Source: an optimization exercise on an open RTL-to-GDS flow (aim: small area). Production flows keep margins and buffers that such runs may drop.
Only simulation tests tie the RTL to the original design; equivalence was not proved.
Power and IR drop assume default switching activity.

run 1:
==> flow/design.v <==
`timescale 1ns / 1ps
module Top(
    input CLK,RST,BTNC,BTNU,BTNL,BTNR,BTND,
    input [15:0] SW,
    output [15:0] LED,
    output [7:0] SSEG_CA,
    output [7:0] SSEG_AN
    );
    reg [20:0] Counter;
    wire Tick  = Counter[1] & Counter[0];
    wire Flash = Counter[6];
    wire Slide = Counter[9];
    wire Slow  = Counter[10];
    wire [2:0] Point = Counter[4:2];
    reg [20:1] Rc;
    wire [3:0] R0 = {Rc[2],Rc[4],Rc[7],Rc[3]};
    wire [3:0] R1 = {Rc[6],Rc[7],Rc[19],Rc[1]};
    wire [3:0] R2 = {Rc[5],Rc[9],Rc[13],Rc[20]};
    wire [3:0] R3 = {Rc[8],Rc[11],Rc[16],Rc[12]};
    always @(posedge CLK) begin
        if (RST) begin
            Counter <= 21'd0;
        end else begin
            Counter <= Counter + 21'd1;
        end
    end
    always @(posedge CLK) begin
            if (BTNC)
                {Rc[20],Rc[19],Rc[16],Rc[13],Rc[12],Rc[11],Rc[9:1]} <=
                {Counter[20],Counter[19],Counter[16],Counter[13],Counter[12],Counter[11],Counter[9:1]};
    end
    localparam [3:0] S_IDLE  = 4'd0,  S_ANIM0 = 4'd1,  S_ANIM  = 4'd2,  S_ANS0  = 4'd3,
                     S_ANS   = 4'd4,  S_GUESS = 4'd5,  S_BAD   = 4'd6,  S_GOOD  = 4'd7,
                     S_SLIDE = 4'd8,  S_NEXT  = 4'd9,  S_WINF  = 4'd10, S_WIN   = 4'd11,
                     S_LOSEF = 4'd12, S_LOSE  = 4'd13, S_LOSEL = 4'd14, S_STUCK = 4'd15;
    reg [3:0] State;
    reg [3:0] P0, P1, P2, P3;    
    reg LV;                      
    reg [4:0] P4, P5, P6, P7;
    reg [3:0] Value;
    reg [2:0] iG;       
    reg [1:0] iD;
    reg [4:0] Score;
    reg [2:0] Check_win;
    reg Lx, Ly, Lz;    
    reg [3:0] Vsw;
    integer k;
    always @(*) begin
        Vsw = Value;
        for (k = 0; k < 16; k = k + 1)
            if (SW[k]) Vsw = k[3:0];
    end
    reg [3:0] Rsel;
    always @(*) begin
        case (iD)
            2'd0: Rsel = R0;
            2'd1: Rsel = R1;
            2'd2: Rsel = R2;
            default: Rsel = R3;
        endcase
    end
    wire guess = BTND & Slow;
    wire [2:0] iG1 = iG + 3'd1;
    wire Z5 = (Counter[5:2] == 4'd0);
    wire Z8 = Z5 & (Counter[8:6] == 3'd0);
    wire Z9 = Z8 & ~Counter[9];
    wire Flash_last = Counter[6] ^ Z5;
    wire Slow_last  = Counter[10] ^ Z9;
    wire Slide_edge = Z8;           
    wire [2:0] iGa = (State == S_ANIM && Flash_last == iG[0]) ? iG1 : iG;
    always @(posedge CLK) begin
        if (RST) begin
            State <= S_IDLE;
            P0 <= 4'd0;
            LV <= 1'b0;
            Value <= 4'd0;
            Score <= 5'b10001;
            Check_win <= 3'd0;
            {Lx,Ly,Lz} <= 3'b000;
        end else if (Tick) begin
            case (State)
            S_IDLE: begin
                {P0,P1,P2,P3} <= 16'd0; LV <= 1'b0;
                {P4,P5,P6,P7} <= 20'd0;
                iG <= 3'd0;
                iD <= 2'd3;
                if (BTNC) State <= S_ANIM0;
            end
            S_ANIM0, S_ANIM: begin
                P0 <= R0; P1 <= R1; P2 <= R2; P3 <= R3; LV <= 1'b1;
                {P4,P5,P6,P7} <= 20'd0;
                iG <= iGa;
                State <= (Flash == iGa[0] && iGa == 3'd7) ? S_ANS0 : S_ANIM;
            end
            S_ANS0, S_ANS: begin
                if (BTNR) begin
                    P0 <= R0; P1 <= R1; P2 <= R2; P3 <= R3; LV <= 1'b1;
                end else begin
                    {P0,P1,P2,P3} <= 16'd0; LV <= 1'b0;
                end
                {P4,P5,P6,P7} <= 20'd0;
                State <= S_ANS;
                if (!Flash) begin
                    iG <= 3'd0;
                    iD <= 2'd3;
                    State <= S_GUESS;
                end
            end
            S_GUESS: begin
                if (guess) begin
                    Value <= Vsw;
                    if (Vsw != Rsel) begin
                        case (iG[1:0])
                            2'd0: P7 <= {1'b1,Vsw};
                            2'd1: P6 <= {1'b1,Vsw};
                            2'd2: P5 <= {1'b1,Vsw};
                            default: P4 <= {1'b1,Vsw};
                        endcase
                        {Lx,Ly,Lz} <= (Vsw > Rsel) ? 3'b001 : 3'b010;
                        State <= S_BAD;
                    end else begin
                        {Lx,Ly,Lz} <= 3'b111;
                        State <= S_GOOD;
                    end
                end
            end
            S_BAD: begin
                if (!Slow && !BTND) begin
                    iG <= iG1;
                    State <= (iG == 3'd3) ? S_LOSEF : S_GUESS;
                end
            end
            S_GOOD: begin
                if (!Slide) State <= S_SLIDE;
            end
            S_SLIDE: begin
                if (Slide_edge) begin
                    {Lx,Ly,Lz} <= 3'b000;
                    iG <= iG1;
                    if (iG1 == {1'b1,~iD}) State <= S_NEXT;
                end
            end
            S_NEXT: begin
                if (!Slide) begin
                    {P4,P5,P6,P7} <= 20'd0;
                    case (iD)
                        2'd0: P0 <= Value;
                        2'd1: P1 <= Value;
                        2'd2: P2 <= Value;
                        default: P3 <= Value;
                    endcase
                    iD <= iD - 2'd1;
                    iG <= 3'd0;
                    if (iD == 2'd0) begin
                        LV <= 1'b1;
                        State <= S_WINF;
                        Score <= Score + 5'd1;
                    end else
                        State <= S_GUESS;
                end
            end
            S_WINF, S_WIN: begin
                if (State == S_WINF) Check_win <= Check_win + 3'd1;
                if (BTNC) State <= S_IDLE;
                else State <= S_WIN;
                if (Slow && (State == S_WINF || !Slow_last)) begin
                    {Lx,Ly,Lz} <= 3'b110;
                    P0 <= R0; P1 <= R1; P2 <= R2; P3 <= R3; LV <= 1'b1;
                    P6 <= Score;
                    P5 <= 5'b10000;
                    P4 <= 5'b10000;
                    if (Score == 5'b10110) begin
                        State <= S_IDLE;
                        Score <= 5'b10000;
                    end else
                        State <= BTNC ? S_ANIM0 : S_WIN;
                end
                if (!Slow && State == S_WIN && Slow_last) begin
                    {Lx,Ly,Lz} <= 3'b000;
                    {P0,P1,P2,P3} <= 16'd0; LV <= 1'b0;
                    {P4,P5,P6,P7} <= 20'd0;
                    State <= BTNC ? S_STUCK : S_WIN;
                end
            end
            S_LOSEF, S_LOSE, S_LOSEL: begin
                if (State == S_LOSEF && Check_win != 3'd0)
                    Check_win <= Check_win - 3'd1;
                if (BTNC) State <= S_IDLE;
                else if (State == S_LOSEF) State <= (Check_win == 3'd0) ? S_LOSEL : S_LOSE;
                if (State == S_LOSEF || !Slow_last) begin
                    if (Check_win <= 3'd5) Score <= {2'b10,Check_win};
                    if (Slow) begin
                        State <= (State == S_LOSEL) ? S_IDLE :
                                 (State == S_LOSEF && Check_win == 3'd0) ? S_LOSEL : S_LOSE;
                        P7 <= 5'b11111;
                        P6 <= 5'b10000;
                        P5 <= 5'b10000;
                        P4 <= 5'b10000;
                        P0 <= R0; P1 <= R1; P2 <= R2; P3 <= R3; LV <= 1'b1;
                    end
                end else if (!Slow) begin
                    {P4,P5,P6,P7} <= 20'd0;
                end
            end
            default: begin
                {Lx,Ly,Lz} <= 3'b100;
            end
            endcase
        end
    end
    wire L15 = Lz, L0 = Ly, Lhi = Lx & Lz, Lodd = Lx, Leven = Lx & Ly;
    assign LED = {L15, Lhi,Lhi,Lhi,Lhi,Lhi,Lhi,Lhi,
                  Lodd,Leven,Lodd,Leven,Lodd,Leven,Lodd, L0};
    wire [2:0] Off = (State == S_ANIM || State == S_ANS0) ? {~iG[2], iG[1:0]} : 3'd0;
    wire [3:0] q = {1'b0,Point} + {Off[2],Off};
    reg [4:0] Cell;
    always @(*) begin
        case (q[2:0])
            3'd0: Cell = {LV, P0};
            3'd1: Cell = {LV | (iD == 2'd0), P1};
            3'd2: Cell = {LV | ~iD[1], P2};
            3'd3: Cell = {LV | (iD != 2'd3), P3};
            3'd4: Cell = P4;
            3'd5: Cell = P5;
            3'd6: Cell = P6;
            default: Cell = P7;
        endcase
        if (q[3]) Cell = 5'd0;
    end
    wire ovl = (State == S_GOOD || State == S_SLIDE || State == S_NEXT) && (Point == ~iG);
    wire [4:0] Disp = ovl ? {1'b1,Value} : Cell;
    assign SSEG_AN = Disp[4] ? ~(8'b00000001 << Point) : 8'hFF;
    reg [6:0] Seg;
    always @(*) begin
        case (Disp[3:0])
            4'h0: Seg = 7'b0111111;
            4'h1: Seg = 7'b0000110;
            4'h2: Seg = 7'b1011011;
            4'h3: Seg = 7'b1001111;
            4'h4: Seg = 7'b1100110;
            4'h5: Seg = 7'b1101101;
            4'h6: Seg = 7'b1111101;
            4'h7: Seg = 7'b0000111;
            4'h8: Seg = 7'b1111111;
            4'h9: Seg = 7'b1100111;
            4'hA: Seg = 7'b1110111;
            4'hB: Seg = 7'b1111100;
            4'hC: Seg = 7'b0111001;
            4'hD: Seg = 7'b1011110;
            4'hE: Seg = 7'b1111001;
            default: Seg = 7'b1110001;
        endcase
    end
    assign SSEG_CA = {1'b1, ~Seg};
endmodule
export LEC_CHECK = 0
export CAP_MARGIN = 20
export CORE_MARGIN = 2
export CORE_UTILIZATION = 60
export CTS_BUF_LIST = sky130_fd_sc_hd__clkbuf_8
export GPL_TIMING_DRIVEN = 0
export SLEW_MARGIN = 20
create_clock -name core_clock -period 10.0 [get_ports {CLK}]
standard.sh (not shown) runs the stock make flow with config.mk's settings and CLKGATE_MAP_FILE= SYNTH_SCRIPT=/design/flow/synth_recipe.tcl, a recipe that flattens the netlist after the stock synthesis.
==> flow/flow/run.sh <==
#!/bin/bash
# Own layout flow: the standard synthesis, then the combinational logic
# between the (untouched) registers is re-mapped by ABC for area, then the
# standard ORFS layout from floorplan on, with 1x buffers on the ports.
# Each tool's output goes to a log file in this folder.
set -euo pipefail
W=$(pwd)
R=$W/orfs/results/$FLOW_PLATFORM/Top/base
LIB=$FLOW_HOME/platforms/$FLOW_PLATFORM/lib/sky130_fd_sc_hd__tt_025C_1v80.lib

# 1. standard synthesis
bash standard.sh synth > $W/run_synth.log 2>&1

# 2. re-map the logic between registers; registers and tie cells are kept as
#    black boxes, so their names and cell types stay as synthesis gave them
cp $R/1_2_yosys.v $W/std_netlist.v
DONTUSE=$(grep -oE "sky130_fd_sc_hd__(lpflow|probe)[a-z0-9_]*" $LIB | sort -u | sed 's/^/-dont_use /' | tr '\n' ' ')
KEEP=$(grep -oE "sky130_fd_sc_hd__(e?dfx|e?dfr|e?dfs|sdf|dl|conb)[a-z0-9_]*" $W/std_netlist.v | sort -u | tr '\n' ' ')
cat > $W/resyn.ys <<YS
read_liberty -ignore_miss_func $LIB
blackbox $KEEP
read_verilog $W/std_netlist.v
hierarchy -check -top $FLOW_TOP
flatten
opt -full
abc -liberty $LIB -script $W/flow/area.abc $DONTUSE
opt_clean -purge
stat -liberty $LIB
write_verilog -noattr -nohex -nodec $W/resyn_netlist.v
YS
yosys -s $W/resyn.ys > $W/run_resyn.log 2>&1

# 3. prove the re-mapped netlist equal to the standard one
cat > $W/equiv.ys <<YS
read_liberty -ignore_miss_func $LIB
read_verilog $W/std_netlist.v
rename $FLOW_TOP gold
read_verilog $W/resyn_netlist.v
rename $FLOW_TOP gate
hierarchy -check
flatten
opt_clean
equiv_make gold gate eq
hierarchy -top eq
equiv_simple -seq 2
equiv_status -assert
YS
if yosys -s $W/equiv.ys > $W/run_equiv.log 2>&1 &&
   [ "$(grep -c 'dfxtp\|edfxtp' $W/std_netlist.v)" = "$(grep -c 'dfxtp\|edfxtp' $W/resyn_netlist.v)" ]; then
  cp $W/resyn_netlist.v $R/1_2_yosys.v
  rm -f $R/1_synth.odb
else
  echo "re-mapped netlist not proven equal; using the standard netlist" >> $W/run_equiv.log
fi

# 4. layout from the netlist, 1x buffers on the ports
export BUFFER_PORTS_ARGS="-buffer_cell sky130_fd_sc_hd__buf_1"
bash standard.sh > $W/run_layout.log 2>&1
==> flow/flow/area.abc <==
strash
&get -n
&fraig -x
&put
scorr
dc2
strash
&get -n
&deepsyn -T 60
&put
strash
&get -n
&dch -f
&nf -R 1000
&put
strash
&get -n
&dch -f
&nf -R 1000
&put
strash
&get -n
&dch -f
&nf -R 1000
&put
strash
&get -n
&dch -f
&nf -R 1000
&put
strash
&get -n
&dch -f
&nf -R 1000
&put
Run 1: done, clean on timing, DRC and antenna
What run 2 does differently from run 1 at the input level:
- CTS_BUF_LIST: sky130_fd_sc_hd__clkbuf_8 -> sky130_fd_sc_hd__clkbuf_4 sky130_fd_sc_hd__clkbuf_8
[summary]
End point of the critical path = SSEG_CA[3]: run 1; end point of the critical path = SSEG_CA[6]: run 2. Of run 2 and run 1, run 1 shows the higher post-placement worst setup slack, with run 2 below it. On total power, run 2 does better than run 1. Area used by multi-input combinational logic: run 2 higher than run 1. Against run 1, run 2 comes in 7.5 points higher on worst slew slack as a fraction of its limit. Of the two values seen for area-dominant cell class after layout, multi-input gates was produced by run 2 and flip-flops and latches by run 1. Run 2 against run 1; global-route wire length before repair is down slightly. Global-route usage in run 2 vs run 1: down 0.95 points. [compare] base=run 1 new=run 2: clock share of power went down, number of signal-net inverters in the final layout went down, area growth from synthesis to final layout went down, routed wire length went down.

[port drivers added, routing unchanged]
The results above use ideal ports. As a check the final layouts listed here were re-extracted and re-timed, cells and wires unchanged. Step 1 assumes that a clkbuf_16 drives the clock port and a buf_2 every other input. Step 2 also shifts input and output timing later by t, the mid clock arrival at the registers, as if the neighbouring blocks saw the same clock. a / b / c = ideal / step 1 / step 2; a / b = the first two.
run	t, ns	setup WS [ns]	worst hold slack (ns)	clock arrival spread, ns
run 1	0.399	3.475 / 3.442 / 3.841	0.467 / 0.467 / 0.467	0.013 / 0.012
run 2	0.401	2.953 / 2.918 / 3.319	0.453 / 0.453 / 0.453	0.015 / 0.015
After both steps every run listed still meets setup and hold.
